Context: an optimization exercise on an open-source flow, tuned for small area. The choices shown serve that exercise and are no tape-out recipe.
The RTL was checked by simulation tests, not by an equivalence proof against the original design.
The clock port is modelled as an ideal driver; clocking choices that lean on that would not hold on a real chip.

## ddc_frontend
module ddc_frontend(
  input clock,                   
  input reset,                   
  input [31:0] frequency,        
  input signed [11:0] adc_data,  
  output out_strobe,             
  output signed [17:0] out_i,
  output signed [17:0] out_q
  );
Size in the first run: ~4600 cells after synthesis, roughly 83 I/O pins.
==> flow/config.mk <==
export PLATFORM = sky130hd
export DESIGN_NAME = ddc_frontend
export DESIGN_NICKNAME = ddc_frontend
export VERILOG_FILES = /design/flow/design.v
export SDC_FILE = /design/flow/constraint.sdc
export NUM_CORES = 4
export LEC_CHECK = 0
export CAP_MARGIN = 20
export CORE_MARGIN = 2
export CORE_UTILIZATION = 40
export CTS_BUF_LIST = sky130_fd_sc_hd__clkbuf_8
export CTS_CLUSTER_DIAMETER = 60
export CTS_CLUSTER_SIZE = 16
export SLEW_MARGIN = 20
==> flow/constraint.sdc <==
create_clock -name core_clock -period 16.0 [get_ports {clock}]
set_input_delay 3.2000 -clock core_clock [delete_from_list [all_inputs] [get_ports {clock}]]
set_output_delay 3.2000 -clock core_clock [all_outputs]
set_load 0.01 [all_outputs]
standard.sh (not shown) runs the stock make flow with config.mk's settings and CLKGATE_MAP_FILE= SYNTH_SCRIPT=/design/flow/synth_recipe.tcl, a recipe that flattens the netlist after the stock synthesis.
==> flow/flow/run.sh <==
#!/bin/bash
# Standard layout, with one netlist step between synthesis and floorplan: inverters
# around full adders are removed by flipping adders (a full adder commutes with
# complementing all its pins) and xor/xnor gates; registers are untouched.
set -euo pipefail
R=orfs/results/${FLOW_PLATFORM:-sky130hd}/ddc_frontend/base
bash standard.sh synth > synth.log 2>&1
cp "$R/1_2_yosys.v" "$R/1_2_yosys.std.v"
if python3 flow/invopt.py "$R/1_2_yosys.std.v" invopt.v > invopt.log 2>&1 &&
   python3 flow/simeq.py "$R/1_2_yosys.std.v" invopt.v > simeq.log 2>&1 &&
   grep -q ", 0 differ" simeq.log; then
  cp invopt.v "$R/1_2_yosys.v"
  echo "netlist step applied" >> invopt.log
else
  echo "netlist step skipped" >> invopt.log
fi
rm -f "$R/1_synth.odb" "$R/1_synth.sdc"
# ports buffered with the smallest buffer; the clock tree built as the standard flow
# builds it from config.mk's settings, without dummy loads
export BUFFER_PORTS_ARGS="-buffer_cell sky130_fd_sc_hd__buf_1"
export CTS_ARGS="-sink_clustering_enable -repair_clock_nets -sink_clustering_size 30 -sink_clustering_max_diameter 80 -buf_list sky130_fd_sc_hd__clkbuf_16 -dont_use_dummy_load"
bash standard.sh > layout.log 2>&1
Other scripts of this flow, unchanged in this note and not shown: flow/flow/invopt.py, flow/flow/simeq.py
The first run went through all stages and came out clean.
Change:
--- a/flow/flow/run.sh
+++ b/flow/flow/run.sh
@@ -18,5 +18 @@
-# ports buffered with the smallest buffer; the clock tree built as the standard flow
-# builds it from config.mk's settings, without dummy loads
-export BUFFER_PORTS_ARGS="-buffer_cell sky130_fd_sc_hd__buf_1"
-export CTS_ARGS="-sink_clustering_enable -repair_clock_nets -sink_clustering_size 30 -sink_clustering_max_diameter 80 -buf_list sky130_fd_sc_hd__clkbuf_16 -dont_use_dummy_load"
-bash standard.sh > layout.log 2>&1
+BUFFER_PORTS_ARGS="-buffer_cell sky130_fd_sc_hd__buf_1" bash standard.sh > layout.log 2>&1
- CORE_UTILIZATION: 40 -> 60
Effect: The new run finished with timing, DRC and antenna clean. Cell count shrinks by a little under a tenth. Routed wire length came out higher slightly. Core utilization goes up by 22 points. Worst setup slack loses 52 ps. Design area is lower slightly. Worst hold slack improves by 12 ps. Non-clock buffer count stays the same. Flip-flop and latch count does not change. Count of clock-buffer cells in the layout is higher by 54. Sequential share of layout area rose by 0.17 points.

* * *

Starting RTL as in the previous note.
Settings: LEC_CHECK=0, CAP_MARGIN=20, CORE_MARGIN=2, CORE_UTILIZATION=40, CTS_BUF_LIST=sky130_fd_sc_hd__clkbuf_4, CTS_CLUSTER_DIAMETER=40, CTS_CLUSTER_SIZE=10, SLEW_MARGIN=20; clock period 16.0 ns.
run.sh (not shown) runs the stock make flow with config.mk's settings and CLKGATE_MAP_FILE= SYNTH_SCRIPT=/design/flow/synth_recipe.tcl, a recipe that flattens the netlist after the stock synthesis.
Stock flow here: none of the scripts above is used.
Rerun with:
--- a/flow/config.mk
+++ b/flow/config.mk
@@ -9,6 +9,6 @@
 export CORE_MARGIN = 2
 export CORE_UTILIZATION = 40
-export CTS_BUF_LIST = sky130_fd_sc_hd__clkbuf_4
-export CTS_CLUSTER_DIAMETER = 40
-export CTS_CLUSTER_SIZE = 10
+export CTS_BUF_LIST = sky130_fd_sc_hd__clkbuf_8
+export CTS_CLUSTER_DIAMETER = 35
+export CTS_CLUSTER_SIZE = 20
 export SLEW_MARGIN = 20
Outcome: The changed run completed without violations; final area went up by about 3%; hold slack degrades by 0.013 ns; setup slack barely changes; die area stays the same.
Rerun with:
--- a/flow/config.mk
+++ b/flow/config.mk
@@ -10,5 +10,5 @@
 export CORE_UTILIZATION = 40
 export CTS_BUF_LIST = sky130_fd_sc_hd__clkbuf_8
-export CTS_CLUSTER_DIAMETER = 35
-export CTS_CLUSTER_SIZE = 20
+export CTS_CLUSTER_DIAMETER = 60
+export CTS_CLUSTER_SIZE = 16
 export SLEW_MARGIN = 20
Outcome:
- hold slack gains 0.036 ns
- wire length drops by 1.2%
- clock-buffer cell count came out lower by 100
- setup slack degrades by 0.019 ns

* * *

Setup of P:
ddc_frontend, a different RTL version from the one above (not shown whole).
Size: roughly 5,600 cells after synthesis, roughly 1,500 flip-flops, ~0.072 sq mm of cells after synthesis.
==> flow/design.v (excerpt) <==
module ddc_frontend(
  input clock,                   
  input reset,                   
  input [31:0] frequency,        
  input signed [11:0] adc_data,  
  output out_strobe,             
  output signed [17:0] out_i,
  output signed [17:0] out_q
  );
clock: 16.0 ns
lec_check: 0
abc_area: 1
cap_margin: 20
core_margin: 2
core_utilization: 40
slew_margin: 20
P: full flow OK, the timing, design-rule and antenna checks passed
> inputs changed (P -> Q)
-- flow/config.mk --
<<< P, line 10
export CORE_MARGIN = 2
export CORE_UTILIZATION = 40
export SLEW_MARGIN = 20
>>> Q, line 10
export CORE_MARGIN = 2
export CORE_UTILIZATION = 40
export CTS_BUF_LIST = sky130_fd_sc_hd__clkbuf_8
export CTS_CLUSTER_DIAMETER = 60
export CTS_CLUSTER_SIZE = 16
export SLEW_MARGIN = 20
Findings:
Of Q and P, Q shows the higher clock-pin slew on the worst setup and hold paths, with P below it. Q vs. P: number of stages on the worst setup path lower; overall routed net length lower; achievable clock frequency roughly the same; portion of the clock cycle consumed by the worst path in the final layout roughly the same; final-layout clock buffer total lower. Any difference in minimum clock period after layout between P and Q is small enough to ignore.

* * *

== run A ==
RTL: one of the versions met above, not the one the previous note started from.
Size in the first run: roughly 68,000 µm² of cells after synthesis.
Settings: LEC_CHECK=0, CAP_MARGIN=0, CORE_MARGIN=2, CORE_UTILIZATION=40, CTS_BUF_LIST=sky130_fd_sc_hd__clkbuf_8, CTS_CLUSTER_DIAMETER=60, CTS_CLUSTER_SIZE=16, SLEW_MARGIN=0; clock period 16.0 ns.
standard.sh (not shown) runs the stock make flow with config.mk's settings and CLKGATE_MAP_FILE= SYNTH_SCRIPT=/design/flow/synth_recipe.tcl, a recipe that flattens the netlist after the stock synthesis.
==> flow/flow/run.sh <==
#!/bin/bash
# Standard layout, with one netlist step between synthesis and floorplan: inverters
# around full adders are removed by flipping adders (a full adder commutes with
# complementing all its pins) and xor/xnor gates; registers are untouched.
set -euo pipefail
R=orfs/results/${FLOW_PLATFORM:-sky130hd}/ddc_frontend/base
bash standard.sh synth > synth.log 2>&1
cp "$R/1_2_yosys.v" "$R/1_2_yosys.std.v"
if python3 flow/invopt.py "$R/1_2_yosys.std.v" invopt.v > invopt.log 2>&1 &&
   python3 flow/simeq.py "$R/1_2_yosys.std.v" invopt.v > simeq.log 2>&1 &&
   grep -q ", 0 differ" simeq.log; then
  cp invopt.v "$R/1_2_yosys.v"
  echo "netlist step applied" >> invopt.log
else
  echo "netlist step skipped" >> invopt.log
fi
rm -f "$R/1_synth.odb" "$R/1_synth.sdc"
# ports buffered with the smallest buffer; the clock tree built as the standard flow
# builds it from config.mk's settings, without dummy loads
export BUFFER_PORTS_ARGS="-buffer_cell sky130_fd_sc_hd__buf_1"
export CTS_ARGS="-sink_clustering_enable -repair_clock_nets -sink_clustering_size 16 -sink_clustering_max_diameter 60 -buf_list sky130_fd_sc_hd__clkbuf_8 -dont_use_dummy_load"
bash standard.sh > layout.log 2>&1
Other scripts of this flow, unchanged in this note and not shown: flow/flow/invopt.py, flow/flow/simeq.py
Run A went all the way through synthesis, placement and routing and the layout is clean on timing, DRC and antenna.
Here is what was changed in the inputs of run B compared with run A.
- swapping 0 for 20 in SLEW_MARGIN
- swapping 0 for 20 in CAP_MARGIN
- putting GPL_TIMING_DRIVEN at 0 where nothing was set
-- flow/flow/run.sh --
<<< run A, line 20
export BUFFER_PORTS_ARGS="-buffer_cell sky130_fd_sc_hd__buf_1"
export CTS_ARGS="-sink_clustering_enable -repair_clock_nets -sink_clustering_size 16 -sink_clustering_max_diameter 60 -buf_list sky130_fd_sc_hd__clkbuf_8 -dont_use_dummy_load"
bash standard.sh > layout.log 2>&1
>>> run B, line 20
export BUFFER_PORTS_ARGS="-buffer_cell sky130_fd_sc_hd__buf_1"
export CTS_ARGS="-sink_clustering_enable -repair_clock_nets -sink_clustering_size 16 -sink_clustering_max_diameter 60 -buf_list sky130_fd_sc_hd__clkbuf_8 -dont_use_dummy_load"
# synthesis buffers removed before the (not timing-driven) global placement
export PRE_GLOBAL_PLACE_TCL="$(pwd)/flow/pre_gpl.tcl"
bash standard.sh > layout.log 2>&1
==> flow/flow/pre_gpl.tcl (new file) <==
# Global placement runs without timing-driven buffering; remove the synthesis
# buffers first, as the timing-driven mode would (port buffers are added after).
log_cmd remove_buffers
Results
- Run B improves on run A in detailed-route wire length.
- On minimum setup slack in the final design, run A beats run B.
- Min global routing usage on met2 across run B and run A: run A
- Summary of run B over run A: cell area rose by about 0.7%; via count of the first global-routing pass flat; final antenna-violating net count held steady.
- Taking run A as the reference point, the overall track demand over capacity in global routing of run B falls by 0.33 points.
- Data required time of the critical path in run B vs run A: up 50 ps
Modified inputs, run C compared to run B
-- flow/flow/run.sh --
<<< run B, line 16
fi
rm -f "$R/1_synth.odb" "$R/1_synth.sdc"
# ports buffered with the smallest buffer; the clock tree built as the standard flow
# builds it from config.mk's settings, without dummy loads
export BUFFER_PORTS_ARGS="-buffer_cell sky130_fd_sc_hd__buf_1"
export CTS_ARGS="-sink_clustering_enable -repair_clock_nets -sink_clustering_size 16 -sink_clustering_max_diameter 60 -buf_list sky130_fd_sc_hd__clkbuf_8 -dont_use_dummy_load"
# synthesis buffers removed before the (not timing-driven) global placement
export PRE_GLOBAL_PLACE_TCL="$(pwd)/flow/pre_gpl.tcl"
bash standard.sh > layout.log 2>&1
>>> run C, line 16
fi
rm -f "$R/1_synth.odb" "$R/1_synth.sdc"
BUFFER_PORTS_ARGS="-buffer_cell sky130_fd_sc_hd__buf_1" bash standard.sh > layout.log 2>&1
removed: flow/flow/pre_gpl.tcl
Results
- Estimated wirelength of the detail-placed design for run C: 10% up relative to run B
- Cmp run C vs run B: quantity of gates resized following cts higher in run C
- Compared with run B, in run C fmax decreased by about 0.4% relative to the old numbers; via count went up.

* * *

Starting RTL as in the previous note.
## ddc_frontend
module ddc_frontend(
  input clock,                   
  input reset,                   
  input [31:0] frequency,        
  input signed [11:0] adc_data,  
  output out_strobe,             
  output signed [17:0] out_i,
  output signed [17:0] out_q
  );
Settings: LEC_CHECK=0, CAP_MARGIN=20, CORE_MARGIN=2, CORE_UTILIZATION=40, CTS_BUF_LIST=sky130_fd_sc_hd__clkbuf_8, CTS_CLUSTER_DIAMETER=60, CTS_CLUSTER_SIZE=16, SLEW_MARGIN=20; clock period 16.0 ns.
==> flow/flow/run.sh <==
#!/bin/bash
# Standard layout, with one netlist step between synthesis and floorplan: inverters
# around full adders are removed by flipping adders (a full adder commutes with
# complementing all its pins) and xor/xnor gates; registers are untouched.
set -euo pipefail
R=orfs/results/${FLOW_PLATFORM:-sky130hd}/ddc_frontend/base
bash standard.sh synth > synth.log 2>&1
cp "$R/1_2_yosys.v" "$R/1_2_yosys.std.v"
if python3 flow/invopt.py "$R/1_2_yosys.std.v" invopt.v > invopt.log 2>&1 &&
   python3 flow/simeq.py "$R/1_2_yosys.std.v" invopt.v > simeq.log 2>&1 &&
   grep -q ", 0 differ" simeq.log; then
  cp invopt.v "$R/1_2_yosys.v"
  echo "netlist step applied" >> invopt.log
else
  echo "netlist step skipped" >> invopt.log
fi
rm -f "$R/1_synth.odb" "$R/1_synth.sdc"
# ports buffered with the smallest buffer; the clock tree built as the standard flow
# builds it from config.mk's settings, without dummy loads
export BUFFER_PORTS_ARGS="-buffer_cell sky130_fd_sc_hd__buf_1"
export CTS_ARGS='-sink_clustering_enable -repair_clock_nets -sink_clustering_size 24 -sink_clustering_max_diameter 60 -buf_list {sky130_fd_sc_hd__clkbuf_8 sky130_fd_sc_hd__clkbuf_16} -dont_use_dummy_load'
bash standard.sh > layout.log 2>&1
Other scripts of this flow, unchanged in this note and not shown: flow/flow/invopt.py, flow/flow/simeq.py
Next try:
--- a/flow/flow/run.sh
+++ b/flow/flow/run.sh
@@ -21 +21,3 @@
-export CTS_ARGS='-sink_clustering_enable -repair_clock_nets -sink_clustering_size 24 -sink_clustering_max_diameter 60 -buf_list {sky130_fd_sc_hd__clkbuf_8 sky130_fd_sc_hd__clkbuf_16} -dont_use_dummy_load'
+export CTS_ARGS="-sink_clustering_enable -repair_clock_nets -sink_clustering_size 16 -sink_clustering_max_diameter 60 -buf_list sky130_fd_sc_hd__clkbuf_8 -dont_use_dummy_load"
+# cells on paths with slack downsized after clock tree synthesis
+export POST_CTS_TCL="$(pwd)/flow/post_cts.tcl"
==> flow/flow/post_cts.tcl (new file) <==
# After clock tree synthesis: downsize cells on paths that keep a slack margin, then
# legalize the placement again.
log_cmd estimate_parasitics -placement
log_cmd repair_timing -recover_power 100 -slack_margin 0.8
log_cmd detailed_placement
log_cmd check_placement -verbose
log_cmd estimate_parasitics -placement
report_worst_slack
Global-route usage is higher by 0.19 points.
Wire length rises by 0.98%.
Core utilization went down by 0.35 points.
Die area does not change.

* * *

Starting RTL as in the previous note.
clock: 16.0 ns
lec_check: 0
cap_margin: 20
core_margin: 2
core_utilization: 40
cts_buf_list: sky130_fd_sc_hd__clkbuf_8
cts_cluster_diameter: 60
cts_cluster_size: 18
slew_margin: 20
==> flow/flow/run.sh <==
#!/bin/bash
# Standard layout, with one netlist step between synthesis and floorplan: inverters
# around full adders are removed by flipping adders (a full adder commutes with
# complementing all its pins) and xor/xnor gates; registers are untouched.
set -euo pipefail
R=orfs/results/${FLOW_PLATFORM:-sky130hd}/ddc_frontend/base
bash standard.sh synth > synth.log 2>&1
cp "$R/1_2_yosys.v" "$R/1_2_yosys.std.v"
if python3 flow/invopt.py "$R/1_2_yosys.std.v" invopt.v > invopt.log 2>&1 &&
   python3 flow/simeq.py "$R/1_2_yosys.std.v" invopt.v > simeq.log 2>&1 &&
   grep -q ", 0 differ" simeq.log; then
  cp invopt.v "$R/1_2_yosys.v"
  echo "netlist step applied" >> invopt.log
else
  echo "netlist step skipped" >> invopt.log
fi
rm -f "$R/1_synth.odb" "$R/1_synth.sdc"
BUFFER_PORTS_ARGS="-buffer_cell sky130_fd_sc_hd__buf_1" bash standard.sh > layout.log 2>&1
Other scripts of this flow, unchanged in this note and not shown: flow/flow/invopt.py, flow/flow/simeq.py
The first run finished clean.
Change:
--- a/flow/flow/run.sh
+++ b/flow/flow/run.sh
@@ -18 +18,5 @@
-BUFFER_PORTS_ARGS="-buffer_cell sky130_fd_sc_hd__buf_1" bash standard.sh > layout.log 2>&1
+# ports buffered with the smallest buffer; the clock tree built as the standard flow
+# builds it from config.mk's settings, without dummy loads
+export BUFFER_PORTS_ARGS="-buffer_cell sky130_fd_sc_hd__buf_1"
+export CTS_ARGS="-sink_clustering_enable -repair_clock_nets -sink_clustering_size 16 -sink_clustering_max_diameter 60 -buf_list sky130_fd_sc_hd__clkbuf_8 -dont_use_dummy_load"
+bash standard.sh > layout.log 2>&1
Settings changed: CTS_CLUSTER_SIZE 18 to 16.
Effect: Area after synthesis is unchanged. Hold slack gets worse by 56 ps. Global-route usage hardly moves.

separate check: timing with driven ports:
No port has a modelled driver above. Below, the same layouts with a new extraction and two added sets of constraints. Step 1 sets driving cells, clkbuf_16 on the clock port and buf_2 on the other inputs (assumed; they add their load-dependent delay and slew). Step 2 adds t to the input delays and takes it off the output delays; t is the mean of the earliest and latest rising clock arrival at the registers after step 1. Input paths then give back, and output paths get back, about the clock's delay inside the block. a / b / c = ideal / step 1 / step 2; a / b = the first two.
run	t (ns)	setup slack, ns	worst register clock-pin slew, ns
the first run of note 1	0.726	0.819 / 0.819 / 0.819	0.11 / 0.11
the second run of note 1	0.883	0.767 / 0.767 / 0.767	0.11 / 0.11
the first run of note 2	1.230	1.150 / 1.150 / 1.150	0.12 / 0.12
the second run of note 2	0.985	1.150 / 1.150 / 1.150	0.11 / 0.11
the third run of note 2	0.933	1.131 / 1.131 / 1.131	0.10 / 0.10
P	0.826	0.969 / 0.969 / 0.969	0.07 / 0.07
Q	0.938	0.967 / 0.967 / 0.967	0.10 / 0.10
run A	0.869	0.800 / 0.800 / 0.800	0.10 / 0.10
run B	0.878	0.657 / 0.657 / 0.657	0.10 / 0.10
run C	0.904	0.593 / 0.593 / 0.593	0.11 / 0.11
the first run of note 5	0.758	0.775 / 0.775 / 0.775	0.09 / 0.09
the second run of note 5	0.875	0.831 / 0.831 / 0.831	0.10 / 0.10
the first run of note 6	0.906	0.838 / 0.838 / 0.838	0.12 / 0.12
the second run of note 6	0.856	0.707 / 0.707 / 0.707	0.10 / 0.10
After both steps every run listed still meets setup and hold.
